Source: an optimization exercise on an open RTL-to-GDS flow (aim: small area). Production flows keep margins and buffers that such runs may drop.
The RTL was checked by simulation tests, not by an equivalence proof against the original design.
No activity file was given, so power comes from the tool's default toggle rates.

==> design/flow/config.mk <==
export PLATFORM = sky130hd
export DESIGN_NAME = top
export DESIGN_NICKNAME = top
export VERILOG_FILES = /design/flow/design.v
export SDC_FILE = /design/flow/constraint.sdc
export NUM_CORES = 4
export LEC_CHECK = 0
export CAP_MARGIN = 0
export CORE_MARGIN = 2
export CORE_UTILIZATION = 40
export GPL_TIMING_DRIVEN = 0
export SETUP_SLACK_MARGIN = 0.15
export SLEW_MARGIN = 0
export SYNTH_HIERARCHICAL = 1
==> design/flow/constraint.sdc <==
create_clock -name core_clock -period 9.0 [get_ports {clk}]
set_input_delay 1.8000 -clock core_clock [delete_from_list [all_inputs] [get_ports {clk}]]
set_output_delay 1.8000 -clock core_clock [all_outputs]
set_load 0.01 [all_outputs]
==> design/flow/standard.sh <==
#!/bin/bash
# synth_recipe.tcl (not shown) runs the flow's synth.tcl, then flattens the netlist and writes it again
# the make line also repeats each setting of config.mk as NAME=value (left out here)
make -C /OpenROAD-flow-scripts/flow DESIGN_CONFIG=/design/flow/config.mk WORK_HOME=/design/flow/orfs CLKGATE_MAP_FILE= SYNTH_SCRIPT=/design/flow/synth_recipe.tcl "${@:-finish}"
==> design/flow/design.v <==
module rf_aoi222 (
    input  logic s0, d0, s1, d1, s2, d2,
    output logic y_n
);
  assign y_n = ~((s0 & d0) | (s1 & d1) | (s2 & d2));
endmodule
module rf_aoi22 (
    input  logic s0, d0, s1, d1,
    output logic y_n
);
  assign y_n = ~((s0 & d0) | (s1 & d1));
endmodule
module rf_nand4 (
    input  logic a, b, c, d,
    output logic y
);
  assign y = ~(a & b & c & d);
endmodule
module rf_nand3 (
    input  logic a, b, c,
    output logic y
);
  assign y = ~(a & b & c);
endmodule
module rf_or3 (
    input  logic a, b, c,
    output logic y
);
  assign y = a | b | c;
endmodule
module rf_rmux32 (
    input  logic [31:0] sel,
    input  logic [31:0] d,
    output logic        y
);
  logic [10:0] t_n;
  logic [2:0]  p;
  genvar g;
  generate
    for (g = 0; g < 10; g++) begin : aoi
      rf_aoi222 u (.s0(sel[3*g]), .d0(d[3*g]), .s1(sel[3*g+1]), .d1(d[3*g+1]),
                   .s2(sel[3*g+2]), .d2(d[3*g+2]), .y_n(t_n[g]));
    end
  endgenerate
  rf_aoi22 u_last (.s0(sel[30]), .d0(d[30]), .s1(sel[31]), .d1(d[31]), .y_n(t_n[10]));
  rf_nand4 u_p0 (.a(t_n[0]), .b(t_n[1]), .c(t_n[2]),  .d(t_n[3]), .y(p[0]));
  rf_nand4 u_p1 (.a(t_n[4]), .b(t_n[5]), .c(t_n[6]),  .d(t_n[7]), .y(p[1]));
  rf_nand3 u_p2 (.a(t_n[8]), .b(t_n[9]), .c(t_n[10]), .y(p[2]));
  rf_or3   u_y  (.a(p[0]), .b(p[1]), .c(p[2]), .y(y));
endmodule
module rf_wcell (
    input  logic we, we_n, d, q,
    output logic y
);
  assign y = (we & d) | (we_n & q);
endmodule
module alu_xor2 (input logic a, b, output logic y);
  assign y = a ^ b;
endmodule
module alu_xnor2 (input logic a, b, output logic y);
  assign y = ~(a ^ b);
endmodule
module alu_nand3 (input logic a, b, c, output logic y);
  assign y = ~(a & b & c);
endmodule
module alu_nand2 (input logic a, b, output logic y);
  assign y = ~(a & b);
endmodule
module alu_nor2 (input logic a, b, output logic y);
  assign y = ~(a | b);
endmodule
module alu_inv (input logic a, output logic y);
  assign y = ~a;
endmodule
module alu_aoi21 (input logic a1, a2, b1, output logic y);
  assign y = ~((a1 & a2) | b1);
endmodule
module alu_oai21 (input logic a1, a2, b1, output logic y);
  assign y = ~((a1 | a2) & b1);
endmodule
module alu_g0 (input logic a, tn, arith, cin, output logic y);
  assign y = ~((a & tn & arith) | (~tn & cin));
endmodule
module alu_cout (input logic arith, tn, c, output logic y);
  assign y = arith & ~(tn ^ c);
endmodule
module alu
#(
    parameter DATA_WIDTH    = 32
)
(
    input  logic                  clk,
    input  logic                  rst_n,
    input  logic [1:0]            op_i,
    input  logic [DATA_WIDTH-1:0] data_a_i,
    input  logic [DATA_WIDTH-1:0] data_b_i,
    output logic [DATA_WIDTH-1:0] data_c_o,
    output logic                  c_o
);
  logic sub, arith, op_and;
  assign sub    = ~op_i[1] & op_i[0];
  assign arith  = ~op_i[1];
  assign op_and = op_i[1] & op_i[0];
  logic tn0;
  logic gn0;
  logic tn1;
  logic gn1;
  logic tn2;
  logic gn2;
  logic tn3;
  logic gn3;
  logic tn4;
  logic gn4;
  logic tn5;
  logic gn5;
  logic tn6;
  logic gn6;
  logic tn7;
  logic gn7;
  logic tn8;
  logic gn8;
  logic tn9;
  logic gn9;
  logic tn10;
  logic gn10;
  logic tn11;
  logic gn11;
  logic tn12;
  logic gn12;
  logic tn13;
  logic gn13;
  logic tn14;
  logic gn14;
  logic tn15;
  logic gn15;
  logic tn16;
  logic gn16;
  logic tn17;
  logic gn17;
  logic tn18;
  logic gn18;
  logic tn19;
  logic gn19;
  logic tn20;
  logic gn20;
  logic tn21;
  logic gn21;
  logic tn22;
  logic gn22;
  logic tn23;
  logic gn23;
  logic tn24;
  logic gn24;
  logic tn25;
  logic gn25;
  logic tn26;
  logic gn26;
  logic tn27;
  logic gn27;
  logic tn28;
  logic gn28;
  logic tn29;
  logic gn29;
  logic tn30;
  logic gn30;
  logic tn31;
  logic gn31;
  logic g10_0;
  alu_oai21 u1 (.a1(tn1), .a2(gn0), .b1(gn1), .y(g10_0));
  logic p10_0;
  alu_nor2 u2 (.a(tn1), .b(tn0), .y(p10_0));
  logic g32_0;
  alu_oai21 u3 (.a1(tn3), .a2(gn2), .b1(gn3), .y(g32_0));
  logic p32_0;
  alu_nor2 u4 (.a(tn3), .b(tn2), .y(p32_0));
  logic gn2_i;
  alu_inv u5 (.a(gn2), .y(gn2_i));
  logic tn2_i;
  alu_inv u6 (.a(tn2), .y(tn2_i));
  logic g210_0;
  alu_aoi21 u7 (.a1(tn2_i), .a2(g10_0), .b1(gn2_i), .y(g210_0));
  logic p210_0;
  alu_nand2 u8 (.a(tn2_i), .b(p10_0), .y(p210_0));
  logic gb0;
  alu_aoi21 u9 (.a1(p32_0), .a2(g10_0), .b1(g32_0), .y(gb0));
  logic pb0;
  alu_nand2 u10 (.a(p32_0), .b(p10_0), .y(pb0));
  logic g10_1;
  alu_oai21 u11 (.a1(tn5), .a2(gn4), .b1(gn5), .y(g10_1));
  logic p10_1;
  alu_nor2 u12 (.a(tn5), .b(tn4), .y(p10_1));
  logic g32_1;
  alu_oai21 u13 (.a1(tn7), .a2(gn6), .b1(gn7), .y(g32_1));
  logic p32_1;
  alu_nor2 u14 (.a(tn7), .b(tn6), .y(p32_1));
  logic gn6_i;
  alu_inv u15 (.a(gn6), .y(gn6_i));
  logic tn6_i;
  alu_inv u16 (.a(tn6), .y(tn6_i));
  logic g210_1;
  alu_aoi21 u17 (.a1(tn6_i), .a2(g10_1), .b1(gn6_i), .y(g210_1));
  logic p210_1;
  alu_nand2 u18 (.a(tn6_i), .b(p10_1), .y(p210_1));
  logic gb1;
  alu_aoi21 u19 (.a1(p32_1), .a2(g10_1), .b1(g32_1), .y(gb1));
  logic pb1;
  alu_nand2 u20 (.a(p32_1), .b(p10_1), .y(pb1));
  logic g10_2;
  alu_oai21 u21 (.a1(tn9), .a2(gn8), .b1(gn9), .y(g10_2));
  logic p10_2;
  alu_nor2 u22 (.a(tn9), .b(tn8), .y(p10_2));
  logic g32_2;
  alu_oai21 u23 (.a1(tn11), .a2(gn10), .b1(gn11), .y(g32_2));
  logic p32_2;
  alu_nor2 u24 (.a(tn11), .b(tn10), .y(p32_2));
  logic gn10_i;
  alu_inv u25 (.a(gn10), .y(gn10_i));
  logic tn10_i;
  alu_inv u26 (.a(tn10), .y(tn10_i));
  logic g210_2;
  alu_aoi21 u27 (.a1(tn10_i), .a2(g10_2), .b1(gn10_i), .y(g210_2));
  logic p210_2;
  alu_nand2 u28 (.a(tn10_i), .b(p10_2), .y(p210_2));
  logic gb2;
  alu_aoi21 u29 (.a1(p32_2), .a2(g10_2), .b1(g32_2), .y(gb2));
  logic pb2;
  alu_nand2 u30 (.a(p32_2), .b(p10_2), .y(pb2));
  logic g10_3;
  alu_oai21 u31 (.a1(tn13), .a2(gn12), .b1(gn13), .y(g10_3));
  logic p10_3;
  alu_nor2 u32 (.a(tn13), .b(tn12), .y(p10_3));
  logic g32_3;
  alu_oai21 u33 (.a1(tn15), .a2(gn14), .b1(gn15), .y(g32_3));
  logic p32_3;
  alu_nor2 u34 (.a(tn15), .b(tn14), .y(p32_3));
  logic gn14_i;
  alu_inv u35 (.a(gn14), .y(gn14_i));
  logic tn14_i;
  alu_inv u36 (.a(tn14), .y(tn14_i));
  logic g210_3;
  alu_aoi21 u37 (.a1(tn14_i), .a2(g10_3), .b1(gn14_i), .y(g210_3));
  logic p210_3;
  alu_nand2 u38 (.a(tn14_i), .b(p10_3), .y(p210_3));
  logic gb3;
  alu_aoi21 u39 (.a1(p32_3), .a2(g10_3), .b1(g32_3), .y(gb3));
  logic pb3;
  alu_nand2 u40 (.a(p32_3), .b(p10_3), .y(pb3));
  logic g10_4;
  alu_oai21 u41 (.a1(tn17), .a2(gn16), .b1(gn17), .y(g10_4));
  logic p10_4;
  alu_nor2 u42 (.a(tn17), .b(tn16), .y(p10_4));
  logic g32_4;
  alu_oai21 u43 (.a1(tn19), .a2(gn18), .b1(gn19), .y(g32_4));
  logic p32_4;
  alu_nor2 u44 (.a(tn19), .b(tn18), .y(p32_4));
  logic gn18_i;
  alu_inv u45 (.a(gn18), .y(gn18_i));
  logic tn18_i;
  alu_inv u46 (.a(tn18), .y(tn18_i));
  logic g210_4;
  alu_aoi21 u47 (.a1(tn18_i), .a2(g10_4), .b1(gn18_i), .y(g210_4));
  logic p210_4;
  alu_nand2 u48 (.a(tn18_i), .b(p10_4), .y(p210_4));
  logic gb4;
  alu_aoi21 u49 (.a1(p32_4), .a2(g10_4), .b1(g32_4), .y(gb4));
  logic pb4;
  alu_nand2 u50 (.a(p32_4), .b(p10_4), .y(pb4));
  logic g10_5;
  alu_oai21 u51 (.a1(tn21), .a2(gn20), .b1(gn21), .y(g10_5));
  logic p10_5;
  alu_nor2 u52 (.a(tn21), .b(tn20), .y(p10_5));
  logic g32_5;
  alu_oai21 u53 (.a1(tn23), .a2(gn22), .b1(gn23), .y(g32_5));
  logic p32_5;
  alu_nor2 u54 (.a(tn23), .b(tn22), .y(p32_5));
  logic gn22_i;
  alu_inv u55 (.a(gn22), .y(gn22_i));
  logic tn22_i;
  alu_inv u56 (.a(tn22), .y(tn22_i));
  logic g210_5;
  alu_aoi21 u57 (.a1(tn22_i), .a2(g10_5), .b1(gn22_i), .y(g210_5));
  logic p210_5;
  alu_nand2 u58 (.a(tn22_i), .b(p10_5), .y(p210_5));
  logic gb5;
  alu_aoi21 u59 (.a1(p32_5), .a2(g10_5), .b1(g32_5), .y(gb5));
  logic pb5;
  alu_nand2 u60 (.a(p32_5), .b(p10_5), .y(pb5));
  logic g10_6;
  alu_oai21 u61 (.a1(tn25), .a2(gn24), .b1(gn25), .y(g10_6));
  logic p10_6;
  alu_nor2 u62 (.a(tn25), .b(tn24), .y(p10_6));
  logic g32_6;
  alu_oai21 u63 (.a1(tn27), .a2(gn26), .b1(gn27), .y(g32_6));
  logic p32_6;
  alu_nor2 u64 (.a(tn27), .b(tn26), .y(p32_6));
  logic gn26_i;
  alu_inv u65 (.a(gn26), .y(gn26_i));
  logic tn26_i;
  alu_inv u66 (.a(tn26), .y(tn26_i));
  logic g210_6;
  alu_aoi21 u67 (.a1(tn26_i), .a2(g10_6), .b1(gn26_i), .y(g210_6));
  logic p210_6;
  alu_nand2 u68 (.a(tn26_i), .b(p10_6), .y(p210_6));
  logic gb6;
  alu_aoi21 u69 (.a1(p32_6), .a2(g10_6), .b1(g32_6), .y(gb6));
  logic pb6;
  alu_nand2 u70 (.a(p32_6), .b(p10_6), .y(pb6));
  logic g10_7;
  alu_oai21 u71 (.a1(tn29), .a2(gn28), .b1(gn29), .y(g10_7));
  logic p10_7;
  alu_nor2 u72 (.a(tn29), .b(tn28), .y(p10_7));
  logic g32_7;
  alu_oai21 u73 (.a1(tn31), .a2(gn30), .b1(gn31), .y(g32_7));
  logic p32_7;
  alu_nor2 u74 (.a(tn31), .b(tn30), .y(p32_7));
  logic gn30_i;
  alu_inv u75 (.a(gn30), .y(gn30_i));
  logic tn30_i;
  alu_inv u76 (.a(tn30), .y(tn30_i));
  logic g210_7;
  alu_aoi21 u77 (.a1(tn30_i), .a2(g10_7), .b1(gn30_i), .y(g210_7));
  logic p210_7;
  alu_nand2 u78 (.a(tn30_i), .b(p10_7), .y(p210_7));
  logic gb7;
  alu_aoi21 u79 (.a1(p32_7), .a2(g10_7), .b1(g32_7), .y(gb7));
  logic pb7;
  alu_nand2 u80 (.a(p32_7), .b(p10_7), .y(pb7));
  logic pg_1_0;
  alu_oai21 u81 (.a1(pb1), .a2(gb0), .b1(gb1), .y(pg_1_0));
  logic pg_3_2;
  alu_oai21 u82 (.a1(pb3), .a2(gb2), .b1(gb3), .y(pg_3_2));
  logic pp_3_2;
  alu_nor2 u83 (.a(pb3), .b(pb2), .y(pp_3_2));
  logic pg_5_4;
  alu_oai21 u84 (.a1(pb5), .a2(gb4), .b1(gb5), .y(pg_5_4));
  logic pp_5_4;
  alu_nor2 u85 (.a(pb5), .b(pb4), .y(pp_5_4));
  logic pg_7_6;
  alu_oai21 u86 (.a1(pb7), .a2(gb6), .b1(gb7), .y(pg_7_6));
  logic pp_7_6;
  alu_nor2 u87 (.a(pb7), .b(pb6), .y(pp_7_6));
  logic gb2_i;
  alu_inv u88 (.a(gb2), .y(gb2_i));
  logic pb2_i;
  alu_inv u89 (.a(pb2), .y(pb2_i));
  logic pg_2_0;
  alu_aoi21 u90 (.a1(pb2_i), .a2(pg_1_0), .b1(gb2_i), .y(pg_2_0));
  logic pg_3_0;
  alu_aoi21 u91 (.a1(pp_3_2), .a2(pg_1_0), .b1(pg_3_2), .y(pg_3_0));
  logic gb6_i;
  alu_inv u92 (.a(gb6), .y(gb6_i));
  logic pb6_i;
  alu_inv u93 (.a(pb6), .y(pb6_i));
  logic pg_6_4;
  alu_aoi21 u94 (.a1(pb6_i), .a2(pg_5_4), .b1(gb6_i), .y(pg_6_4));
  logic pp_6_4;
  alu_nand2 u95 (.a(pb6_i), .b(pp_5_4), .y(pp_6_4));
  logic pg_7_4;
  alu_aoi21 u96 (.a1(pp_7_6), .a2(pg_5_4), .b1(pg_7_6), .y(pg_7_4));
  logic pp_7_4;
  alu_nand2 u97 (.a(pp_7_6), .b(pp_5_4), .y(pp_7_4));
  logic pg_4_0;
  alu_oai21 u98 (.a1(pb4), .a2(pg_3_0), .b1(gb4), .y(pg_4_0));
  logic pg_5_4_i;
  alu_inv u99 (.a(pg_5_4), .y(pg_5_4_i));
  logic pp_5_4_i;
  alu_inv u100 (.a(pp_5_4), .y(pp_5_4_i));
  logic pg_5_0;
  alu_oai21 u101 (.a1(pp_5_4_i), .a2(pg_3_0), .b1(pg_5_4_i), .y(pg_5_0));
  logic pg_6_0;
  alu_oai21 u102 (.a1(pp_6_4), .a2(pg_3_0), .b1(pg_6_4), .y(pg_6_0));
  logic pg_7_0;
  alu_oai21 u103 (.a1(pp_7_4), .a2(pg_3_0), .b1(pg_7_4), .y(pg_7_0));
  logic c5;
  alu_oai21 u104 (.a1(tn4), .a2(gb0), .b1(gn4), .y(c5));
  logic g10_1_i;
  alu_inv u105 (.a(g10_1), .y(g10_1_i));
  logic p10_1_i;
  alu_inv u106 (.a(p10_1), .y(p10_1_i));
  logic c6;
  alu_oai21 u107 (.a1(p10_1_i), .a2(gb0), .b1(g10_1_i), .y(c6));
  logic c7;
  alu_oai21 u108 (.a1(p210_1), .a2(gb0), .b1(g210_1), .y(c7));
  logic gn8_i;
  alu_inv u109 (.a(gn8), .y(gn8_i));
  logic tn8_i;
  alu_inv u110 (.a(tn8), .y(tn8_i));
  logic c9;
  alu_aoi21 u111 (.a1(tn8_i), .a2(pg_1_0), .b1(gn8_i), .y(c9));
  logic c10;
  alu_aoi21 u112 (.a1(p10_2), .a2(pg_1_0), .b1(g10_2), .y(c10));
  logic g210_2_i;
  alu_inv u113 (.a(g210_2), .y(g210_2_i));
  logic p210_2_i;
  alu_inv u114 (.a(p210_2), .y(p210_2_i));
  logic c11;
  alu_aoi21 u115 (.a1(p210_2_i), .a2(pg_1_0), .b1(g210_2_i), .y(c11));
  logic c13;
  alu_oai21 u116 (.a1(tn12), .a2(pg_2_0), .b1(gn12), .y(c13));
  logic g10_3_i;
  alu_inv u117 (.a(g10_3), .y(g10_3_i));
  logic p10_3_i;
  alu_inv u118 (.a(p10_3), .y(p10_3_i));
  logic c14;
  alu_oai21 u119 (.a1(p10_3_i), .a2(pg_2_0), .b1(g10_3_i), .y(c14));
  logic c15;
  alu_oai21 u120 (.a1(p210_3), .a2(pg_2_0), .b1(g210_3), .y(c15));
  logic c17;
  alu_oai21 u121 (.a1(tn16), .a2(pg_3_0), .b1(gn16), .y(c17));
  logic g10_4_i;
  alu_inv u122 (.a(g10_4), .y(g10_4_i));
  logic p10_4_i;
  alu_inv u123 (.a(p10_4), .y(p10_4_i));
  logic c18;
  alu_oai21 u124 (.a1(p10_4_i), .a2(pg_3_0), .b1(g10_4_i), .y(c18));
  logic c19;
  alu_oai21 u125 (.a1(p210_4), .a2(pg_3_0), .b1(g210_4), .y(c19));
  logic gn20_i;
  alu_inv u126 (.a(gn20), .y(gn20_i));
  logic tn20_i;
  alu_inv u127 (.a(tn20), .y(tn20_i));
  logic c21;
  alu_aoi21 u128 (.a1(tn20_i), .a2(pg_4_0), .b1(gn20_i), .y(c21));
  logic c22;
  alu_aoi21 u129 (.a1(p10_5), .a2(pg_4_0), .b1(g10_5), .y(c22));
  logic g210_5_i;
  alu_inv u130 (.a(g210_5), .y(g210_5_i));
  logic p210_5_i;
  alu_inv u131 (.a(p210_5), .y(p210_5_i));
  logic c23;
  alu_aoi21 u132 (.a1(p210_5_i), .a2(pg_4_0), .b1(g210_5_i), .y(c23));
  logic gn24_i;
  alu_inv u133 (.a(gn24), .y(gn24_i));
  logic tn24_i;
  alu_inv u134 (.a(tn24), .y(tn24_i));
  logic c25;
  alu_aoi21 u135 (.a1(tn24_i), .a2(pg_5_0), .b1(gn24_i), .y(c25));
  logic c26;
  alu_aoi21 u136 (.a1(p10_6), .a2(pg_5_0), .b1(g10_6), .y(c26));
  logic g210_6_i;
  alu_inv u137 (.a(g210_6), .y(g210_6_i));
  logic p210_6_i;
  alu_inv u138 (.a(p210_6), .y(p210_6_i));
  logic c27;
  alu_aoi21 u139 (.a1(p210_6_i), .a2(pg_5_0), .b1(g210_6_i), .y(c27));
  logic gn28_i;
  alu_inv u140 (.a(gn28), .y(gn28_i));
  logic tn28_i;
  alu_inv u141 (.a(tn28), .y(tn28_i));
  logic c29;
  alu_aoi21 u142 (.a1(tn28_i), .a2(pg_6_0), .b1(gn28_i), .y(c29));
  logic c30;
  alu_aoi21 u143 (.a1(p10_7), .a2(pg_6_0), .b1(g10_7), .y(c30));
  logic g210_7_i;
  alu_inv u144 (.a(g210_7), .y(g210_7_i));
  logic p210_7_i;
  alu_inv u145 (.a(p210_7), .y(p210_7_i));
  logic c31;
  alu_aoi21 u146 (.a1(p210_7_i), .a2(pg_6_0), .b1(g210_7_i), .y(c31));
  logic x0, hn0, sn0;
  alu_xor2  ux0 (.a(data_a_i[0]), .b(data_b_i[0]), .y(x0));
  alu_xnor2 ut0 (.a(x0), .b(sub), .y(tn0));
  alu_g0    ug0 (.a(data_a_i[0]), .tn(tn0), .arith(arith), .cin(sub), .y(gn0));
  alu_nand3 uh0 (.a(data_a_i[0]), .b(tn0), .c(op_and), .y(hn0));
  logic x1, hn1, sn1;
  alu_xor2  ux1 (.a(data_a_i[1]), .b(data_b_i[1]), .y(x1));
  alu_xnor2 ut1 (.a(x1), .b(sub), .y(tn1));
  alu_nand3 ug1 (.a(data_a_i[1]), .b(tn1), .c(arith), .y(gn1));
  alu_nand3 uh1 (.a(data_a_i[1]), .b(tn1), .c(op_and), .y(hn1));
  logic x2, hn2, sn2;
  alu_xor2  ux2 (.a(data_a_i[2]), .b(data_b_i[2]), .y(x2));
  alu_xnor2 ut2 (.a(x2), .b(sub), .y(tn2));
  alu_nand3 ug2 (.a(data_a_i[2]), .b(tn2), .c(arith), .y(gn2));
  alu_nand3 uh2 (.a(data_a_i[2]), .b(tn2), .c(op_and), .y(hn2));
  logic x3, hn3, sn3;
  alu_xor2  ux3 (.a(data_a_i[3]), .b(data_b_i[3]), .y(x3));
  alu_xnor2 ut3 (.a(x3), .b(sub), .y(tn3));
  alu_nand3 ug3 (.a(data_a_i[3]), .b(tn3), .c(arith), .y(gn3));
  alu_nand3 uh3 (.a(data_a_i[3]), .b(tn3), .c(op_and), .y(hn3));
  logic x4, hn4, sn4;
  alu_xor2  ux4 (.a(data_a_i[4]), .b(data_b_i[4]), .y(x4));
  alu_xnor2 ut4 (.a(x4), .b(sub), .y(tn4));
  alu_nand3 ug4 (.a(data_a_i[4]), .b(tn4), .c(arith), .y(gn4));
  alu_nand3 uh4 (.a(data_a_i[4]), .b(tn4), .c(op_and), .y(hn4));
  logic x5, hn5, sn5;
  alu_xor2  ux5 (.a(data_a_i[5]), .b(data_b_i[5]), .y(x5));
  alu_xnor2 ut5 (.a(x5), .b(sub), .y(tn5));
  alu_nand3 ug5 (.a(data_a_i[5]), .b(tn5), .c(arith), .y(gn5));
  alu_nand3 uh5 (.a(data_a_i[5]), .b(tn5), .c(op_and), .y(hn5));
  logic x6, hn6, sn6;
  alu_xor2  ux6 (.a(data_a_i[6]), .b(data_b_i[6]), .y(x6));
  alu_xnor2 ut6 (.a(x6), .b(sub), .y(tn6));
  alu_nand3 ug6 (.a(data_a_i[6]), .b(tn6), .c(arith), .y(gn6));
  alu_nand3 uh6 (.a(data_a_i[6]), .b(tn6), .c(op_and), .y(hn6));
  logic x7, hn7, sn7;
  alu_xor2  ux7 (.a(data_a_i[7]), .b(data_b_i[7]), .y(x7));
  alu_xnor2 ut7 (.a(x7), .b(sub), .y(tn7));
  alu_nand3 ug7 (.a(data_a_i[7]), .b(tn7), .c(arith), .y(gn7));
  alu_nand3 uh7 (.a(data_a_i[7]), .b(tn7), .c(op_and), .y(hn7));
  logic x8, hn8, sn8;
  alu_xor2  ux8 (.a(data_a_i[8]), .b(data_b_i[8]), .y(x8));
  alu_xnor2 ut8 (.a(x8), .b(sub), .y(tn8));
  alu_nand3 ug8 (.a(data_a_i[8]), .b(tn8), .c(arith), .y(gn8));
  alu_nand3 uh8 (.a(data_a_i[8]), .b(tn8), .c(op_and), .y(hn8));
  logic x9, hn9, sn9;
  alu_xor2  ux9 (.a(data_a_i[9]), .b(data_b_i[9]), .y(x9));
  alu_xnor2 ut9 (.a(x9), .b(sub), .y(tn9));
  alu_nand3 ug9 (.a(data_a_i[9]), .b(tn9), .c(arith), .y(gn9));
  alu_nand3 uh9 (.a(data_a_i[9]), .b(tn9), .c(op_and), .y(hn9));
  logic x10, hn10, sn10;
  alu_xor2  ux10 (.a(data_a_i[10]), .b(data_b_i[10]), .y(x10));
  alu_xnor2 ut10 (.a(x10), .b(sub), .y(tn10));
  alu_nand3 ug10 (.a(data_a_i[10]), .b(tn10), .c(arith), .y(gn10));
  alu_nand3 uh10 (.a(data_a_i[10]), .b(tn10), .c(op_and), .y(hn10));
  logic x11, hn11, sn11;
  alu_xor2  ux11 (.a(data_a_i[11]), .b(data_b_i[11]), .y(x11));
  alu_xnor2 ut11 (.a(x11), .b(sub), .y(tn11));
  alu_nand3 ug11 (.a(data_a_i[11]), .b(tn11), .c(arith), .y(gn11));
  alu_nand3 uh11 (.a(data_a_i[11]), .b(tn11), .c(op_and), .y(hn11));
  logic x12, hn12, sn12;
  alu_xor2  ux12 (.a(data_a_i[12]), .b(data_b_i[12]), .y(x12));
  alu_xnor2 ut12 (.a(x12), .b(sub), .y(tn12));
  alu_nand3 ug12 (.a(data_a_i[12]), .b(tn12), .c(arith), .y(gn12));
  alu_nand3 uh12 (.a(data_a_i[12]), .b(tn12), .c(op_and), .y(hn12));
  logic x13, hn13, sn13;
  alu_xor2  ux13 (.a(data_a_i[13]), .b(data_b_i[13]), .y(x13));
  alu_xnor2 ut13 (.a(x13), .b(sub), .y(tn13));
  alu_nand3 ug13 (.a(data_a_i[13]), .b(tn13), .c(arith), .y(gn13));
  alu_nand3 uh13 (.a(data_a_i[13]), .b(tn13), .c(op_and), .y(hn13));
  logic x14, hn14, sn14;
  alu_xor2  ux14 (.a(data_a_i[14]), .b(data_b_i[14]), .y(x14));
  alu_xnor2 ut14 (.a(x14), .b(sub), .y(tn14));
  alu_nand3 ug14 (.a(data_a_i[14]), .b(tn14), .c(arith), .y(gn14));
  alu_nand3 uh14 (.a(data_a_i[14]), .b(tn14), .c(op_and), .y(hn14));
  logic x15, hn15, sn15;
  alu_xor2  ux15 (.a(data_a_i[15]), .b(data_b_i[15]), .y(x15));
  alu_xnor2 ut15 (.a(x15), .b(sub), .y(tn15));
  alu_nand3 ug15 (.a(data_a_i[15]), .b(tn15), .c(arith), .y(gn15));
  alu_nand3 uh15 (.a(data_a_i[15]), .b(tn15), .c(op_and), .y(hn15));
  logic x16, hn16, sn16;
  alu_xor2  ux16 (.a(data_a_i[16]), .b(data_b_i[16]), .y(x16));
  alu_xnor2 ut16 (.a(x16), .b(sub), .y(tn16));
  alu_nand3 ug16 (.a(data_a_i[16]), .b(tn16), .c(arith), .y(gn16));
  alu_nand3 uh16 (.a(data_a_i[16]), .b(tn16), .c(op_and), .y(hn16));
  logic x17, hn17, sn17;
  alu_xor2  ux17 (.a(data_a_i[17]), .b(data_b_i[17]), .y(x17));
  alu_xnor2 ut17 (.a(x17), .b(sub), .y(tn17));
  alu_nand3 ug17 (.a(data_a_i[17]), .b(tn17), .c(arith), .y(gn17));
  alu_nand3 uh17 (.a(data_a_i[17]), .b(tn17), .c(op_and), .y(hn17));
  logic x18, hn18, sn18;
  alu_xor2  ux18 (.a(data_a_i[18]), .b(data_b_i[18]), .y(x18));
  alu_xnor2 ut18 (.a(x18), .b(sub), .y(tn18));
  alu_nand3 ug18 (.a(data_a_i[18]), .b(tn18), .c(arith), .y(gn18));
  alu_nand3 uh18 (.a(data_a_i[18]), .b(tn18), .c(op_and), .y(hn18));
  logic x19, hn19, sn19;
  alu_xor2  ux19 (.a(data_a_i[19]), .b(data_b_i[19]), .y(x19));
  alu_xnor2 ut19 (.a(x19), .b(sub), .y(tn19));
  alu_nand3 ug19 (.a(data_a_i[19]), .b(tn19), .c(arith), .y(gn19));
  alu_nand3 uh19 (.a(data_a_i[19]), .b(tn19), .c(op_and), .y(hn19));
  logic x20, hn20, sn20;
  alu_xor2  ux20 (.a(data_a_i[20]), .b(data_b_i[20]), .y(x20));
  alu_xnor2 ut20 (.a(x20), .b(sub), .y(tn20));
  alu_nand3 ug20 (.a(data_a_i[20]), .b(tn20), .c(arith), .y(gn20));
  alu_nand3 uh20 (.a(data_a_i[20]), .b(tn20), .c(op_and), .y(hn20));
  logic x21, hn21, sn21;
  alu_xor2  ux21 (.a(data_a_i[21]), .b(data_b_i[21]), .y(x21));
  alu_xnor2 ut21 (.a(x21), .b(sub), .y(tn21));
  alu_nand3 ug21 (.a(data_a_i[21]), .b(tn21), .c(arith), .y(gn21));
  alu_nand3 uh21 (.a(data_a_i[21]), .b(tn21), .c(op_and), .y(hn21));
  logic x22, hn22, sn22;
  alu_xor2  ux22 (.a(data_a_i[22]), .b(data_b_i[22]), .y(x22));
  alu_xnor2 ut22 (.a(x22), .b(sub), .y(tn22));
  alu_nand3 ug22 (.a(data_a_i[22]), .b(tn22), .c(arith), .y(gn22));
  alu_nand3 uh22 (.a(data_a_i[22]), .b(tn22), .c(op_and), .y(hn22));
  logic x23, hn23, sn23;
  alu_xor2  ux23 (.a(data_a_i[23]), .b(data_b_i[23]), .y(x23));
  alu_xnor2 ut23 (.a(x23), .b(sub), .y(tn23));
  alu_nand3 ug23 (.a(data_a_i[23]), .b(tn23), .c(arith), .y(gn23));
  alu_nand3 uh23 (.a(data_a_i[23]), .b(tn23), .c(op_and), .y(hn23));
  logic x24, hn24, sn24;
  alu_xor2  ux24 (.a(data_a_i[24]), .b(data_b_i[24]), .y(x24));
  alu_xnor2 ut24 (.a(x24), .b(sub), .y(tn24));
  alu_nand3 ug24 (.a(data_a_i[24]), .b(tn24), .c(arith), .y(gn24));
  alu_nand3 uh24 (.a(data_a_i[24]), .b(tn24), .c(op_and), .y(hn24));
  logic x25, hn25, sn25;
  alu_xor2  ux25 (.a(data_a_i[25]), .b(data_b_i[25]), .y(x25));
  alu_xnor2 ut25 (.a(x25), .b(sub), .y(tn25));
  alu_nand3 ug25 (.a(data_a_i[25]), .b(tn25), .c(arith), .y(gn25));
  alu_nand3 uh25 (.a(data_a_i[25]), .b(tn25), .c(op_and), .y(hn25));
  logic x26, hn26, sn26;
  alu_xor2  ux26 (.a(data_a_i[26]), .b(data_b_i[26]), .y(x26));
  alu_xnor2 ut26 (.a(x26), .b(sub), .y(tn26));
  alu_nand3 ug26 (.a(data_a_i[26]), .b(tn26), .c(arith), .y(gn26));
  alu_nand3 uh26 (.a(data_a_i[26]), .b(tn26), .c(op_and), .y(hn26));
  logic x27, hn27, sn27;
  alu_xor2  ux27 (.a(data_a_i[27]), .b(data_b_i[27]), .y(x27));
  alu_xnor2 ut27 (.a(x27), .b(sub), .y(tn27));
  alu_nand3 ug27 (.a(data_a_i[27]), .b(tn27), .c(arith), .y(gn27));
  alu_nand3 uh27 (.a(data_a_i[27]), .b(tn27), .c(op_and), .y(hn27));
  logic x28, hn28, sn28;
  alu_xor2  ux28 (.a(data_a_i[28]), .b(data_b_i[28]), .y(x28));
  alu_xnor2 ut28 (.a(x28), .b(sub), .y(tn28));
  alu_nand3 ug28 (.a(data_a_i[28]), .b(tn28), .c(arith), .y(gn28));
  alu_nand3 uh28 (.a(data_a_i[28]), .b(tn28), .c(op_and), .y(hn28));
  logic x29, hn29, sn29;
  alu_xor2  ux29 (.a(data_a_i[29]), .b(data_b_i[29]), .y(x29));
  alu_xnor2 ut29 (.a(x29), .b(sub), .y(tn29));
  alu_nand3 ug29 (.a(data_a_i[29]), .b(tn29), .c(arith), .y(gn29));
  alu_nand3 uh29 (.a(data_a_i[29]), .b(tn29), .c(op_and), .y(hn29));
  logic x30, hn30, sn30;
  alu_xor2  ux30 (.a(data_a_i[30]), .b(data_b_i[30]), .y(x30));
  alu_xnor2 ut30 (.a(x30), .b(sub), .y(tn30));
  alu_nand3 ug30 (.a(data_a_i[30]), .b(tn30), .c(arith), .y(gn30));
  alu_nand3 uh30 (.a(data_a_i[30]), .b(tn30), .c(op_and), .y(hn30));
  logic x31, hn31, sn31;
  alu_xor2  ux31 (.a(data_a_i[31]), .b(data_b_i[31]), .y(x31));
  alu_xnor2 ut31 (.a(x31), .b(sub), .y(tn31));
  alu_nand3 ug31 (.a(data_a_i[31]), .b(tn31), .c(arith), .y(gn31));
  alu_nand3 uh31 (.a(data_a_i[31]), .b(tn31), .c(op_and), .y(hn31));
  alu_xor2  us0 (.a(tn0), .b(sub), .y(sn0));
  alu_oai21 uo0 (.a1(op_and), .a2(sn0), .b1(hn0), .y(data_c_o[0]));
  alu_xnor2 us1 (.a(tn1), .b(gn0), .y(sn1));
  alu_oai21 uo1 (.a1(op_and), .a2(sn1), .b1(hn1), .y(data_c_o[1]));
  alu_xor2  us2 (.a(tn2), .b(g10_0), .y(sn2));
  alu_oai21 uo2 (.a1(op_and), .a2(sn2), .b1(hn2), .y(data_c_o[2]));
  alu_xnor2 us3 (.a(tn3), .b(g210_0), .y(sn3));
  alu_oai21 uo3 (.a1(op_and), .a2(sn3), .b1(hn3), .y(data_c_o[3]));
  alu_xnor2 us4 (.a(tn4), .b(gb0), .y(sn4));
  alu_oai21 uo4 (.a1(op_and), .a2(sn4), .b1(hn4), .y(data_c_o[4]));
  alu_xor2  us5 (.a(tn5), .b(c5), .y(sn5));
  alu_oai21 uo5 (.a1(op_and), .a2(sn5), .b1(hn5), .y(data_c_o[5]));
  alu_xor2  us6 (.a(tn6), .b(c6), .y(sn6));
  alu_oai21 uo6 (.a1(op_and), .a2(sn6), .b1(hn6), .y(data_c_o[6]));
  alu_xor2  us7 (.a(tn7), .b(c7), .y(sn7));
  alu_oai21 uo7 (.a1(op_and), .a2(sn7), .b1(hn7), .y(data_c_o[7]));
  alu_xor2  us8 (.a(tn8), .b(pg_1_0), .y(sn8));
  alu_oai21 uo8 (.a1(op_and), .a2(sn8), .b1(hn8), .y(data_c_o[8]));
  alu_xnor2 us9 (.a(tn9), .b(c9), .y(sn9));
  alu_oai21 uo9 (.a1(op_and), .a2(sn9), .b1(hn9), .y(data_c_o[9]));
  alu_xnor2 us10 (.a(tn10), .b(c10), .y(sn10));
  alu_oai21 uo10 (.a1(op_and), .a2(sn10), .b1(hn10), .y(data_c_o[10]));
  alu_xnor2 us11 (.a(tn11), .b(c11), .y(sn11));
  alu_oai21 uo11 (.a1(op_and), .a2(sn11), .b1(hn11), .y(data_c_o[11]));
  alu_xnor2 us12 (.a(tn12), .b(pg_2_0), .y(sn12));
  alu_oai21 uo12 (.a1(op_and), .a2(sn12), .b1(hn12), .y(data_c_o[12]));
  alu_xor2  us13 (.a(tn13), .b(c13), .y(sn13));
  alu_oai21 uo13 (.a1(op_and), .a2(sn13), .b1(hn13), .y(data_c_o[13]));
  alu_xor2  us14 (.a(tn14), .b(c14), .y(sn14));
  alu_oai21 uo14 (.a1(op_and), .a2(sn14), .b1(hn14), .y(data_c_o[14]));
  alu_xor2  us15 (.a(tn15), .b(c15), .y(sn15));
  alu_oai21 uo15 (.a1(op_and), .a2(sn15), .b1(hn15), .y(data_c_o[15]));
  alu_xnor2 us16 (.a(tn16), .b(pg_3_0), .y(sn16));
  alu_oai21 uo16 (.a1(op_and), .a2(sn16), .b1(hn16), .y(data_c_o[16]));
  alu_xor2  us17 (.a(tn17), .b(c17), .y(sn17));
  alu_oai21 uo17 (.a1(op_and), .a2(sn17), .b1(hn17), .y(data_c_o[17]));
  alu_xor2  us18 (.a(tn18), .b(c18), .y(sn18));
  alu_oai21 uo18 (.a1(op_and), .a2(sn18), .b1(hn18), .y(data_c_o[18]));
  alu_xor2  us19 (.a(tn19), .b(c19), .y(sn19));
  alu_oai21 uo19 (.a1(op_and), .a2(sn19), .b1(hn19), .y(data_c_o[19]));
  alu_xor2  us20 (.a(tn20), .b(pg_4_0), .y(sn20));
  alu_oai21 uo20 (.a1(op_and), .a2(sn20), .b1(hn20), .y(data_c_o[20]));
  alu_xnor2 us21 (.a(tn21), .b(c21), .y(sn21));
  alu_oai21 uo21 (.a1(op_and), .a2(sn21), .b1(hn21), .y(data_c_o[21]));
  alu_xnor2 us22 (.a(tn22), .b(c22), .y(sn22));
  alu_oai21 uo22 (.a1(op_and), .a2(sn22), .b1(hn22), .y(data_c_o[22]));
  alu_xnor2 us23 (.a(tn23), .b(c23), .y(sn23));
  alu_oai21 uo23 (.a1(op_and), .a2(sn23), .b1(hn23), .y(data_c_o[23]));
  alu_xor2  us24 (.a(tn24), .b(pg_5_0), .y(sn24));
  alu_oai21 uo24 (.a1(op_and), .a2(sn24), .b1(hn24), .y(data_c_o[24]));
  alu_xnor2 us25 (.a(tn25), .b(c25), .y(sn25));
  alu_oai21 uo25 (.a1(op_and), .a2(sn25), .b1(hn25), .y(data_c_o[25]));
  alu_xnor2 us26 (.a(tn26), .b(c26), .y(sn26));
  alu_oai21 uo26 (.a1(op_and), .a2(sn26), .b1(hn26), .y(data_c_o[26]));
  alu_xnor2 us27 (.a(tn27), .b(c27), .y(sn27));
  alu_oai21 uo27 (.a1(op_and), .a2(sn27), .b1(hn27), .y(data_c_o[27]));
  alu_xor2  us28 (.a(tn28), .b(pg_6_0), .y(sn28));
  alu_oai21 uo28 (.a1(op_and), .a2(sn28), .b1(hn28), .y(data_c_o[28]));
  alu_xnor2 us29 (.a(tn29), .b(c29), .y(sn29));
  alu_oai21 uo29 (.a1(op_and), .a2(sn29), .b1(hn29), .y(data_c_o[29]));
  alu_xnor2 us30 (.a(tn30), .b(c30), .y(sn30));
  alu_oai21 uo30 (.a1(op_and), .a2(sn30), .b1(hn30), .y(data_c_o[30]));
  alu_xnor2 us31 (.a(tn31), .b(c31), .y(sn31));
  alu_oai21 uo31 (.a1(op_and), .a2(sn31), .b1(hn31), .y(data_c_o[31]));
  alu_cout  ucout (.arith(arith), .tn(tn31), .c(pg_7_0), .y(c_o));
endmodule
module top
#(
    parameter ADDR_WIDTH    = 5,
    parameter DATA_WIDTH    = 32
)
(
    input  logic                  clk,
    input  logic                  rst_n,
    input  logic [1:0]            op_i,
    input  logic [ADDR_WIDTH-1:0] raddr_a_i,
    output logic [DATA_WIDTH-1:0] rdata_a_o,
    input  logic [ADDR_WIDTH-1:0] raddr_b_i,
    output logic [DATA_WIDTH-1:0] rdata_b_o,
    input  logic [ADDR_WIDTH-1:0] waddr_c_i,
    input  logic [DATA_WIDTH-1:0] wdata_c_i,
    input  logic                  we_c_i,
    output logic [DATA_WIDTH-1:0] data_c_o,
    output logic                  c_o
);
  localparam NUM_WORDS = 2**ADDR_WIDTH;
  logic [NUM_WORDS-1:0][DATA_WIDTH-1:0] mem, mem_d;
  logic [NUM_WORDS-1:0]                 valid;
  logic [NUM_WORDS-1:0]                 we_dec, we_dec_n;
  logic [NUM_WORDS-1:0]                 sel_a, sel_b;
  always_comb begin
    for (int i = 0; i < NUM_WORDS; i++) begin
      we_dec[i]   = we_c_i && (waddr_c_i == i);
      we_dec_n[i] = ~we_dec[i];
      sel_a[i]    = valid[i] && (raddr_a_i == i);
      sel_b[i]    = valid[i] && (raddr_b_i == i);
    end
  end
  always_ff @(posedge clk or negedge rst_n) begin
    if (!rst_n) valid <= '0;
    else        valid <= valid | we_dec;
  end
  always_ff @(posedge clk) begin
    mem <= mem_d;
  end
  genvar g, b;
  generate
    for (g = 0; g < NUM_WORDS; g++) begin : wr_gen
      for (b = 0; b < DATA_WIDTH; b++) begin : bit_gen
        rf_wcell u_w (.we(we_dec[g]), .we_n(we_dec_n[g]), .d(wdata_c_i[b]),
                      .q(mem[g][b]), .y(mem_d[g][b]));
      end
    end
    for (b = 0; b < DATA_WIDTH; b++) begin : rd_gen
      logic [NUM_WORDS-1:0] col;
      for (g = 0; g < NUM_WORDS; g++) begin : col_gen
        assign col[g] = mem[g][b];
      end
      rf_rmux32 u_ra (.sel(sel_a), .d(col), .y(rdata_a_o[b]));
      rf_rmux32 u_rb (.sel(sel_b), .d(col), .y(rdata_b_o[b]));
    end
  endgenerate
  alu i_alu (
      .clk      ( clk       ),
      .rst_n    ( rst_n     ),
      .op_i     ( op_i      ),
      .data_a_i ( rdata_a_o ),
      .data_b_i ( rdata_b_o ),
      .data_c_o ( data_c_o  ),
      .c_o      ( c_o       )
  );
endmodule
==> design/flow/flow/run.sh <==
#!/bin/bash
# The standard layout (the standard.sh, with its synthesis unchanged), with:
#  - plain buf_1 cells as the input/output port buffers,
#  - a clock tree of clkbuf_8 cells in sink clusters of up to 18, without dummy loads.
# make's full output goes to flow_make.log in this folder.
set -euo pipefail
bash standard.sh \
  "BUFFER_PORTS_ARGS=-buffer_cell sky130_fd_sc_hd__buf_1" \
  "CTS_ARGS=-sink_clustering_enable -repair_clock_nets -buf_list sky130_fd_sc_hd__clkbuf_8 -sink_clustering_size 18 -sink_clustering_max_diameter 55 -dont_use_dummy_load" \
  finish > flow_make.log 2>&1
==> results.toml, run 1 <==
[routing]
viasPerCell = 7.87
drt_iter0_drc = 9162
wl_per_cell_um = 38.8
drc = 0
routed-via-count = 42244
wirelength_um = 208000
ant_nets = 0
first_pass_iters = 14

[clock_tree]
clock_latency_ns = 0.82
htree_levels = 3
cts_buffer_depth = 3
cts_tree = "done"
clk_pin_slew_worst_paths_ns = 0.06
cts_sinks = 1056
hold_buffers = 0
cts_buffers = 97
cts_root_buf = "clkbuf_8"

[power]
p_int_mw = 7.54
power_frac_clock_pct = 23.2
seq_power_share_pct = 57.7
p_leak_nw = 19.4
combPwrFrac_pct = 19.2
peakVddDrop_mv = 0.158
power_mw = 11.0
power_switching_share_pct = 31.6
power.density_mw_per_mm2 = 225
p_sw_mw = 3.49

[die]
core-area_mm2 = 0.105
ios = 149
start_util_pct = 40.4
rows = 119
die_x_um = 330
dieArea_mm2 = 0.109
die_h_um = 330

[synthesis]
async_reset_ff_share_pct = 3.03
synth_nets = 3662
synth-edff-count = 0
yosysSeqAreaShare_pct = 50.1
syn_avg_cell_area_um2 = 11.8
synth.cell_area_mm2 = 0.0425
ys_warn_count = 7
synthFlopType = "dfxtp_1"
netlist_instances = 3610
synth_cell_types = 39
ys_ff_latch = 1056

[sta]
tns_ns = 0
hold_viol = 0
slew_viol_final = 0
fin_skew_ns = 0
fin_crit_ns = 8.76
setup_viol = 0
post-route-period-util_pct = 97.4
setup_slack_ns = 0.236
tightest_slew_ns = 1.36
rsz0062_at_grt = "no"
fmax_mhz = 114
slew_headroom_pct = 9.53

[layout]
fillers = 9541
syn_to_final_growth_pct = 15.6
final_layout_size_suffix_gt1_share_pct = 13.1
nets = 4013

[grt]
overflow = 0
track_usage_pct = 36.3
grt_pass1_wl_um = 287000
antenna_found_initial = 36
grt_max_degree = 34
grt_pass1_vias = 39041

[critical_path]
critPathKind = "in -> out"
start_kind = "input port"
critPathArrivalTime_ns = 6.96
endpoint_kind = "output port"
worstPathMaxFanout = 32
worstPathRequired_ns = 7.20

[placed_design]
place_hpwl_um = 123000
port_buffers = 148
gp_congestion = 0.937
post-place-ws_ns = -0.992

[worst_hold_path]
hold_path_class = "reg -> reg"

[outcome]
status = "no timing/DRC/antenna violations"

[run]
cap_violations = 0
Yosys cell counts, types with 32 or more instances:
cell / count / share of area [%]
a21oi_2: 32 / 0.66
o21ai_1: 65 / 0.77
or3_1: 64 / 0.94
a22o_1: 1024 / 21
dfxtp_1: 1024 / 48
nand4_1: 129 / 1.9
nand2_1: 49 / 0.43
xnor2_1: 50 / 1.0
nand3_1: 127 / 1.5
a21o_1: 32 / 0.57
a22oi_2: 64 / 1.9
a222oi_1: 640 / 15
xor2_1: 47 / 0.97
dfrtp_1: 32 / 1.9
nor2_1: 49 / 0.43
inv_1: 45 / 0.40
and3_1: 66 / 0.97
power by group through the flow:
| stage | combinational (mW) | clock, mW | sequential (mW) |
|---|---|---|---|
| after global routing | 2.26 | 2.72 | 6.46 |
| after global placement | 1.92 | 0 | 6.37 |
| after detailed placement | 2.01 | 0 | 6.39 |
| after floorplan | 1.36 | 0 | 6.23 |
| after CTS | 2.03 | 2.57 | 6.31 |
| final | 2.12 | 2.55 | 6.36 |
layer usage:
| metal | vias up | track usage, % | routed length [um] |
|---|---|---|---|
| met2 | 3683 | 51.3 | 84800 |
| met4 | 32 | 22.6 | 14200 |
| li1 | 17043 | - | - |
| met1 | 20722 | 46.5 | 77300 |
| met3 | 764 | 13.8 | 32000 |
| met5 | - | 0 | 211 |
cell families after synthesis:
group                     synth area share, %
buffers and inverters                   0.645
AOI/OAI and AO/OA                        40.1
DFF                                      50.1
and+or+nand+nor                          7.13
xor gates and xnor gates                 2.00
final cells by class:
type                            instances  area [um2]  area share [%]
Timing Repair Buffer                  248        2700            5.50
Inverter                               45         169           0.344
Multi-Input combinational cell       2492       21700            44.2
Tap cell                             1391        1740            3.54
Sequential cell                      1056       21300            43.4
Clock buffer                           97        1340            2.72
Antenna cell                           19        47.5          0.0968
Buffer                                 21         105           0.214
path summary, 6_finish.rpt:
kind	start	endpoint	slack, ns	cells after the start
hold / removal	valid[5]$_DFF_PN0_	valid[5]$_DFF_PN0_	0.46	1
setup / recovery	raddr_b_i[2]	data_c_o[15]	0.24	19
max in group asynchronous	rst_n	valid[1]$_DFF_PN0_	7.28	1
setup reg to reg	valid[3]$_DFF_PN0_	valid[3]$_DFF_PN0_	8.11	1
hold reg to reg	valid[5]$_DFF_PN0_	valid[5]$_DFF_PN0_	0.46	1
min in group asynchronous	rst_n	valid[0]$_DFF_PN0_	1.09	1
repair_timing:
action | CTS | global route
pin swaps | 5 | 13
setup endpoints to repair | 24 | 20
cloned | 2 | 2
setup buffers | 2 | 3
gates resized for setup | 49 | 47
cells in the final DEF, fill, tap and decap left out, types with 4 or more instances in the layout:
| cell | count |
|---|---|
| buf_16 | 18 |
| nor2_1 | 19 |
| buf_12 | 78 |
| or3_4 | 4 |
| and3_2 | 35 |
| a222oi_1 | 640 |
| a21o_1 | 32 |
| o21ai_1 | 57 |
| and3b_1 | 6 |
| dfrtp_1 | 32 |
| inv_1 | 45 |
| xor2_1 | 45 |
| nand2_2 | 32 |
| xnor2_1 | 47 |
| buf_1 | 105 |
| nor2_4 | 33 |
| a22o_1 | 1024 |
| clkbuf_8 | 97 |
| and3_4 | 33 |
| nor2b_4 | 4 |
| o21ai_2 | 4 |
| buf_4 | 8 |
| a22oi_2 | 64 |
| diode_2 | 19 |
| nand3_1 | 127 |
| buf_2 | 47 |
| nand4_1 | 129 |
| or3_1 | 60 |
| dfxtp_1 | 1024 |
| clkbuf_1 | 9 |
| o21ai_4 | 4 |
| a21oi_2 | 30 |
| nand2_1 | 17 |
Yosys stat by module, one instance, submodules excluded, a selection:
module / area, um2 / times used / flops+latches
alu_oai21: 5.00 / 65 / 0
rf_or3: 6.26 / 64 / 0
top: 22700 / 1 / 1056
alu_xnor2: 8.76 / 49 / 0
alu_g0: 12.5 / 1 / 0
alu_nor2: 3.75 / 18 / 0
alu_cout: 15.0 / 1 / 0
alu_xor2: 8.76 / 47 / 0
rf_nand3: 5.00 / 64 / 0
alu_nand2: 3.75 / 16 / 0
rf_aoi22: 12.5 / 64 / 0
rf_nand4: 6.26 / 128 / 0
worst max-delay path, stage by stage:
cell	delay (ns)
buf_2	0.18
nor3b_2	0.21
and3_2	0.25
buf_12	0.19
a222oi_1	0.57
nand4_1	0.68
or3_4	0.63
xor2_2	0.20
xnor2_2	0.23
nor2b_1	0.09
a31oi_2	0.22
o21ai_2	0.14
a21oi_4	0.25
o21ai_4	0.13
a21oi_2	0.26
o21ai_1	0.17
xor2_1	0.20
o21ai_2	0.31
clkbuf_2	0.22
through the flow:
stage / utilization (%) / instance area (um2) / hold WS (ns) / std cells
after floorplan: - / 42500 / 0.433 / 3610
after global placement: 42.5 / 44800 / 0.443 / 5149
after detailed placement: 44.9 / 47300 / 0.449 / 5244
after CTS: 46.4 / 48800 / 0.461 / 5345
after global routing: 46.6 / 49100 / 0.482 / 5362
final: 46.6 / 49100 / 0.461 / 5369
sequential cells by signal, summed over array words and instances, names as in the netlist:
register	count
valid	32
mem	1024
==> inputs of run 2 (changes only) <==
==> design/flow/flow/run.sh (replaced) <==
#!/bin/bash
# The standard layout (the standard.sh, with its synthesis unchanged), with:
#  - plain buf_1 cells as the input/output port buffers,
#  - a clock tree of clkbuf_8 cells in sink clusters of up to 20, without dummy loads.
# make's full output goes to flow_make.log in this folder.
set -euo pipefail
bash standard.sh \
  "BUFFER_PORTS_ARGS=-buffer_cell sky130_fd_sc_hd__buf_1" \
  "CTS_ARGS=-sink_clustering_enable -repair_clock_nets -buf_list sky130_fd_sc_hd__clkbuf_8 -sink_clustering_size 20 -sink_clustering_max_diameter 55 -dont_use_dummy_load" \
  finish > flow_make.log 2>&1
--- a/design/flow/config.mk
+++ b/design/flow/config.mk
@@ -7,3 +7,3 @@
 export LEC_CHECK = 0
-export CAP_MARGIN = 0
+export CAP_MARGIN = 20
 export CORE_MARGIN = 2
@@ -12,3 +12,3 @@
 export SETUP_SLACK_MARGIN = 0.15
-export SLEW_MARGIN = 0
+export SLEW_MARGIN = 20
 export SYNTH_HIERARCHICAL = 1
==> run 2 against run 1 <==
  * Sequential cell count stayed put
  * Sequential share of layout area is 1.2 points lower
  * Sequential power hardly changed
  * Power is 0.84% higher
  * Clock power is 2% higher
  * Critical path type unchanged
  * Highest routed layer unchanged
==> results.toml, run 2 <==
[sta]
fin_skew_ns = 0
rsz0062_at_grt = "yes"
post-route-period-util_pct = 98.7
slew_viol_final = 0
hold_viol = 0
slew_headroom_pct = 28.3
fin_crit_ns = 8.88
fmax_mhz = 113
tightest_slew_ns = 1.08
setup_viol = 0

[clock_tree]
cts_buffers = 100
clk_pin_slew_worst_paths_ns = 0.07
cts_sinks = 1056
clock_latency_ns = 0.83
cts_root_buf = "clkbuf_8"
cts_buffer_depth = 3
htree_levels = 3
cts_tree = "done"

[layout]
largest_reg_flops = 1024
fillers = 9377
seq_area_mm2 = 0.0213
fin_util_pct = 48.0
final_layout_size_suffix_gt1_share_pct = 14.4
regMostFlops = "mem"
top_regs = "mem (1024), valid (32)"
layout_common_cells = "a22o_1 (1024), dfxtp_1 (1024), a222oi_1 (640), nand4_1 (129), nand3_1 (127)"
multi_input_area_mm2 = 0.0216
syn_to_final_growth_pct = 19.0
nets = 4073

[routing]
drt_iter0_drc = 8860
ant_nets = 0
routed-via-count = 42325
wl_per_cell_um = 38.4
wirelength_um = 208000
drc = 0
first_pass_iters = 14
viasPerCell = 7.81

[grt]
track_usage_pct = 36.6
overflow = 0
grt_pass1_wl_um = 290000
grt_max_degree = 65
grt_pass1_vias = 39775
antenna_found_initial = 37

[synthesis]
synth-edff-count = 0
ys_ff_latch = 1056
synthTopCellsByCount = "a22o_1 (1024), dfxtp_1 (1024), a222oi_1 (640)"
yosys.area.top_type = "dfxtp_1"
netlist_instances = 3610
yosysSeqAreaShare_pct = 50.1
synth_area_leaders = "dfxtp_1 (48%), a22o_1 (21%), a222oi_1 (15%)"
synth_top_area_share_pct = 48.3
syn_avg_cell_area_um2 = 11.8
synthFlopType = "dfxtp_1"
async_reset_ff_share_pct = 3.03
synth.cell_area_mm2 = 0.0425
synth_cell_types = 39
synth_nets = 3662
ys_warn_count = 7

[die]
ios = 149
die_x_um = 330
rows = 119
dieArea_mm2 = 0.109
start_util_pct = 40.4
core-area_mm2 = 0.105
die_h_um = 330

[power]
peakVddDrop_mv = 0.138
p_leak_nw = 20.1
power_mw = 11.1
power.density_mw_per_mm2 = 220

[placed_design]
place_hpwl_um = 135000
port_buffers = 148
gp_congestion = 0.937

[critical_path]
critPathArrivalTime_ns = 7.08
worstPathRequired_ns = 7.20
start_kind = "input port"
critPathKind = "in -> out"
worstPathMaxFanout = 20
endpoint_kind = "output port"

[worst_hold_path]
hold_path_class = "reg -> reg"

[run]
cap_violations = 0

[outcome]
status = "no timing/DRC/antenna violations"
run 2: cell counts after synthesis:
No cell type changed its count.
run 2: path summary, 6_finish.rpt:
kind                                           from                   to  slack [ns]  cells after the start
worst max-delay path                   raddr_b_i[0]         data_c_o[21]        0.12                     19
worst min-delay path            valid[20]$_DFF_PN0_  valid[20]$_DFF_PN0_        0.47                      1
worst max register to register  valid[30]$_DFF_PN0_  valid[30]$_DFF_PN0_        8.17                      1
worst min register to register  valid[20]$_DFF_PN0_  valid[20]$_DFF_PN0_        0.47                      1
max in group asynchronous                     rst_n  valid[12]$_DFF_PN0_        7.62                      2
min in group asynchronous                     rst_n  valid[19]$_DFF_PN0_        0.94                      1
run 2: kinds of logic after synthesis:
group / Yosys count / share of synthesized area [%]
AND/OR/NAND/NOR: 533 / 7.13
buffers and inverters: 66 / 0.645
flip-flops: 1056 / 50.1
AO/OA/AOI/OAI: 1858 / 40.1
XOR/XNOR: 97 / 2.00
run 2: final cells by class:
cell class / count / share of cell area [%]
multi-input combinational: 2489 / 42.7
sequential: 1056 / 42.1
timing repair buffer: 308 / 8.46
tap: 1391 / 3.44
clock buffer: 100 / 2.72
inverter: 45 / 0.334
buffer: 21 / 0.208
antenna: 8 / 0.0396
run 2: metal layers:
metal	wire (um)	vias to the layer above	part of all wire, %	global-route usage (%)
met5	222	-	0.11	0
met4	15700	36	7.6	24.3
met3	32400	828	16	14.9
met2	83300	3675	40	51.0
met1	76500	20661	37	46.1
li1	-	17125	-	-
run 2: power by group:
group	switching, mW	internal, mW	leakage (nW)	total [mW]
sequential	0.742	5.61	8.89	6.36
combinational	1.15	1.01	10.5	2.16
clock	1.63	0.984	0.719	2.61
run 2: repair_timing:
| item | in CTS | in global routing |
|---|---|---|
| gates cloned | 0 | 1 |
| pin swaps | 6 | 20 |
| gates resized for setup | 18 | 35 |
| setup buffers | 2 | 3 |
| setup endpoints to repair | 21 | 17 |
| hold buffers | 0 | 0 |
run 2: worst max-delay path: stages:
cell	delay, ns
buf_1	0.13
nor2b_1	0.81
and3_2	0.63
buf_12	0.26
a222oi_1	0.14
nand4_1	0.32
or3_1	0.35
xor2_1	0.48
xnor2_1	0.27
nor2_1	0.23
nand2_1	0.13
o21ai_4	0.26
a21oi_4	0.09
buf_12	0.15
o21ai_2	0.30
a21oi_2	0.10
xnor2_1	0.14
o21ai_1	0.19
buf_1	0.24
run 2: Yosys stat by module (local to each module, per instance), excerpt:
module	cell area, um2	cells inside	flops+latches
alu_xor2	8.76	1	0
alu_oai21	5.00	1	0
alu_inv	3.75	1	0
alu_aoi21	8.76	1	0
rf_aoi22	12.5	1	0
rf_or3	6.26	1	0
alu	16.3	3	0
alu_nand3	5.00	1	0
rf_nand4	6.26	1	0
rf_aoi222	10.0	1	0
run 2: through the flow:
stage                     setup TNS, ns  cell area (um2)  setup slack, ns  hold WS [ns]  cells
after detailed placement         -11.30            48900           -0.960         0.449   5304
after floorplan                       0            42500            0.710         0.433   3610
final                                 0            50600            0.116         0.467   5418
after global placement           -39.46            44800            -2.07         0.443   5149
after CTS                             0            50300            0.165         0.468   5406
after global routing             -0.139            50500          -0.0579         0.480   5416
==> inputs of run 3 (changes only) <==
==> design/flow/run.sh (new file) <==
#!/bin/bash
# synth_recipe.tcl (not shown) runs the flow's synth.tcl, then flattens the netlist and writes it again
# the make line also repeats each setting of config.mk as NAME=value (left out here)
make -C /OpenROAD-flow-scripts/flow DESIGN_CONFIG=/design/flow/config.mk WORK_HOME=/design/flow/orfs CLKGATE_MAP_FILE= SYNTH_SCRIPT=/design/flow/synth_recipe.tcl finish
--- a/design/flow/config.mk
+++ b/design/flow/config.mk
@@ -10,2 +10,5 @@
 export CORE_UTILIZATION = 40
+export CTS_BUF_LIST = sky130_fd_sc_hd__clkbuf_8
+export CTS_CLUSTER_DIAMETER = 50
+export CTS_CLUSTER_SIZE = 16
 export GPL_TIMING_DRIVEN = 0
removed: design/flow/flow/run.sh
removed: design/flow/standard.sh
==> run 3 against run 2 <==
  * Register-to-register slack improved by 0.12 ns
  * Clock power increased by 41%
  * Clock skew unchanged
  * Sequential power about the same
  * Routed wire length increased by 2.5%
  * Final area increased by 4.2%
  * Cell count increased by 2.2%
  * Fmax increased by 0.12%
  * Still clean on timing, DRC and antenna
  * Sequential share of layout area decreased by 1.7 points
  * Worst hold slack improved by 0.010 ns
  * Critical path depth increased by 1
==> results.toml, run 3 <==
[synthesis]
synth-edff-count = 0
synth_top_area_share_pct = 48.3
synth.cell_area_mm2 = 0.0425
netlist_instances = 3610
ys_ff_latch = 1056
yosysSeqAreaShare_pct = 50.1
synth_nets = 3662
ys_warn_count = 7
synthTopCellsByCount = "a22o_1 (1024), dfxtp_1 (1024), a222oi_1 (640)"
synthFlopType = "dfxtp_1"
async_reset_ff_share_pct = 3.03
synth_cell_types = 39
yosys.area.top_type = "dfxtp_1"
synth_area_leaders = "dfxtp_1 (48%), a22o_1 (21%), a222oi_1 (15%)"
syn_avg_cell_area_um2 = 11.8

[clock_tree]
clock_latency_ns = 0.83
cts_buffer_depth = 3
htree_levels = 3
cts_sinks = 1056
clk_pin_slew_worst_paths_ns = 0.11
cts_tree = "done"
cts_root_buf = "clkbuf_8"
cts_buffers = 110
hold_buffers = 0

[sta]
setup_viol = 0
rsz0062_at_grt = "yes"
hold_viol = 0
fin_crit_ns = 8.87
hold_ws_ns = 0.477
slew_headroom_pct = 28.3
fmax_mhz = 113
setup_slack_ns = 0.126
post-route-period-util_pct = 98.6
fin_skew_ns = 0
tightest_slew_ns = 1.08
slew_viol_final = 0

[worst_hold_path]
hold_path_class = "reg -> reg"
worstHoldEndpoint = "valid[13]$_DFF_PN0_"
hp-start = "valid[13]$_DFF_PN0_"
hold_depth = 1

[routing]
wl_per_cell_um = 38.5
routed-via-count = 43575
first_pass_iters = 13
drt_iter0_drc = 9022
wirelength_um = 213000
ant_nets = 0
viasPerCell = 7.87
drc = 0

[critical_path]
endpoint_kind = "output port"
slowest_delay_ns = 0.60
reg2reg_from = "valid[10]$_DFF_PN0_"
worstPathMaxFanout = 20
worstPathRequired_ns = 7.20
timing.reg2reg.setup_slack_ns = 8.29
worst_r2r_path_depth = 1
critPathArrivalTime_ns = 7.07
start_kind = "input port"
r2r-end = "valid[10]$_DFF_PN0_"
crit_path_cell_trace = "clkdlybuf4s15_1 > nor3_1 > and3_4 > buf_12 > a222oi_1 > nand4_1 > or3_4 > xor2_2 > xnor2_2 > nand3_1 > o21ai_2 > a21oi_4 > o21ai_4 > a21oi_4 > buf_12 > o21ai_4 > a21oi_2 > xnor2_1 > o21ai_1 > clkdlybuf4s50_1"
startpoint = "raddr_b_i[3]"
crit_path_top_delay_cell = "or3_4"
critPathKind = "in -> out"

[placed_design]
post-place-ws_ns = -1.60
dp.cells = 5301
port_buffers = 148
place_hpwl_um = 135000
gp_congestion = 0.900

[die]
start_util_pct = 40.4
die_x_um = 330
rows = 119
dieArea_mm2 = 0.109
ios = 149
die_h_um = 330
core-area_mm2 = 0.105

[grt]
overflow = 0
antenna_found_initial = 16
grt_pass1_wl_um = 297000
track_usage_pct = 37.4
grt_pass1_vias = 40673
grt_max_degree = 65

[power]
power_mw = 12.4
power.density_mw_per_mm2 = 236
p_leak_nw = 21.1
peakVddDrop_mv = 0.170

[run]
cap_violations = 0

[layout]
nets = 4094
syn_to_final_growth_pct = 24.0
seq_area_mm2 = 0.0213
largest_reg_flops = 1024
multi_input_area_mm2 = 0.0219
layout_common_cells = "a22o_1 (1024), dfxtp_1 (1024), a222oi_1 (640), nand4_1 (129), nand3_1 (127)"
final_layout_size_suffix_gt1_share_pct = 17.8
top_regs = "mem (1024), valid (32)"
regMostFlops = "mem"
instances_no_fill = 5537
fillers = 9104

[outcome]
status = "no timing/DRC/antenna violations"
-- run 3: per-module statistics from Yosys, one instance, submodules excluded, a selection --
module / times used / cells inside / flops+latches / cell area [um2]
alu: 1 / 3 / 0 / 16.3
alu_aoi21: 32 / 1 / 0 / 8.76
alu_cout: 1 / 2 / 0 / 15.0
alu_g0: 1 / 2 / 0 / 12.5
alu_inv: 44 / 1 / 0 / 3.75
alu_nor2: 18 / 1 / 0 / 3.75
alu_xnor2: 49 / 1 / 0 / 8.76
alu_xor2: 47 / 1 / 0 / 8.76
rf_aoi22: 64 / 1 / 0 / 12.5
rf_aoi222: 640 / 1 / 0 / 10.0
rf_or3: 64 / 1 / 0 / 6.26
top: 1 / 1285 / 1056 / 22700
-- run 3: critical path: cells and delay by family --
| kind | cells | cell delay, ns |
|---|---|---|
| and+or+nand+nor | 5 | 1.86 |
| AOI/OAI and AO/OA | 8 | 1.46 |
| buffers and inverters | 4 | 1.35 |
| xor gates and xnor gates | 3 | 0.57 |
-- run 3: metrics by stage --
stage	area, um2	TNS, ns	utilization [%]
after CTS	52400	0	49.7
after floorplan	42500	0	-
after global placement	45700	-62.32	43.4
final	52700	0	50.0
after detailed placement	49300	-26.28	46.8
after global routing	52600	0	50.0
-- run 3: cell type report --
cell class | count | area share (%)
inverter | 45 | 0.321
clock inverter | 94 | 1.98
antenna | 7 | 0.0333
sequential | 1056 | 40.4
tap | 1391 | 3.30
timing repair buffer | 320 | 9.10
multi-input combinational | 2488 | 41.6
buffer | 21 | 0.200
clock buffer | 115 | 3.01
-- run 3: what timing repair did --
action                                  4_1_cts  5_1_grt
buffers inserted                             10       10
pin swaps                                    37       28
gates resized for setup                      92       56
endpoints found under the setup margin       28       28
-- run 3: worst max-delay path by stage --
stage	end
floorplan	data_c_o[31]
CTS	data_c_o[21]
global route	data_c_o[27]
detailed placement	data_c_o[23]
global placement	data_c_o[23]
finish	data_c_o[27]
-- run 3: logic make-up (layout without fill, tap and decap cells) --
group,count (synthesis),count (layout),synth area share (%)
XOR/XNOR,97,97,2.00
AO/OA/AOI/OAI,1858,1858,40.1
flip-flops,1056,1056,50.1
other,0,7,0
buffers and inverters,66,595,0.645
AND/OR/NAND/NOR,533,533,7.13
-- run 3: per-layer routing --
| metal | GRT usage, % | up-vias | share of wire, % | wire length, um |
|---|---|---|---|---|
| met4 | 25.7 | 13 | 8.1 | 17400 |
| met2 | 52.3 | 4044 | 40 | 85200 |
| li1 | - | 17277 | - | - |
| met3 | 14.7 | 954 | 16 | 33300 |
| met5 | 0.435 | - | 0.052 | 112 |
| met1 | 47.0 | 21287 | 36 | 77400 |
-- run 3: power breakdown --
group          internal, mW  leakage, nW  switching [mW]
sequential             5.61         8.89           0.748
clock                  1.64         1.32            2.04
combinational          1.21         10.9            1.16

==> what the ideal ports hide <==
No port has a modelled driver above. Below, the same layouts with a new extraction and two added sets of constraints.
Step 1 sets driving cells, clkbuf_16 on the clock port and buf_2 on the other inputs (assumed; they add their load-dependent delay and slew).
Step 2 also shifts input and output timing later by t, the mid clock arrival at the registers, as if the neighbouring blocks saw the same clock.
Slacks: no drivers / after step 1 / after step 2; pairs: no drivers / after step 1.
run	t, ns	setup WS [ns]	worst register clock-pin slew, ns	pins driven straight from the clock port
run 1	0.825	0.236 / 0.135 / 0.135	0.12 / 0.12	1
run 2	0.854	0.116 / 0.008 / 0.008	0.12 / 0.12	1
run 3	0.886	0.126 / 0.101 / 0.101	0.11 / 0.11	1
After both steps every run listed still meets setup and hold. The setup slack of run 2, which loses most, moves by -0.108 ns with the drivers and by -0.108 ns with both steps.
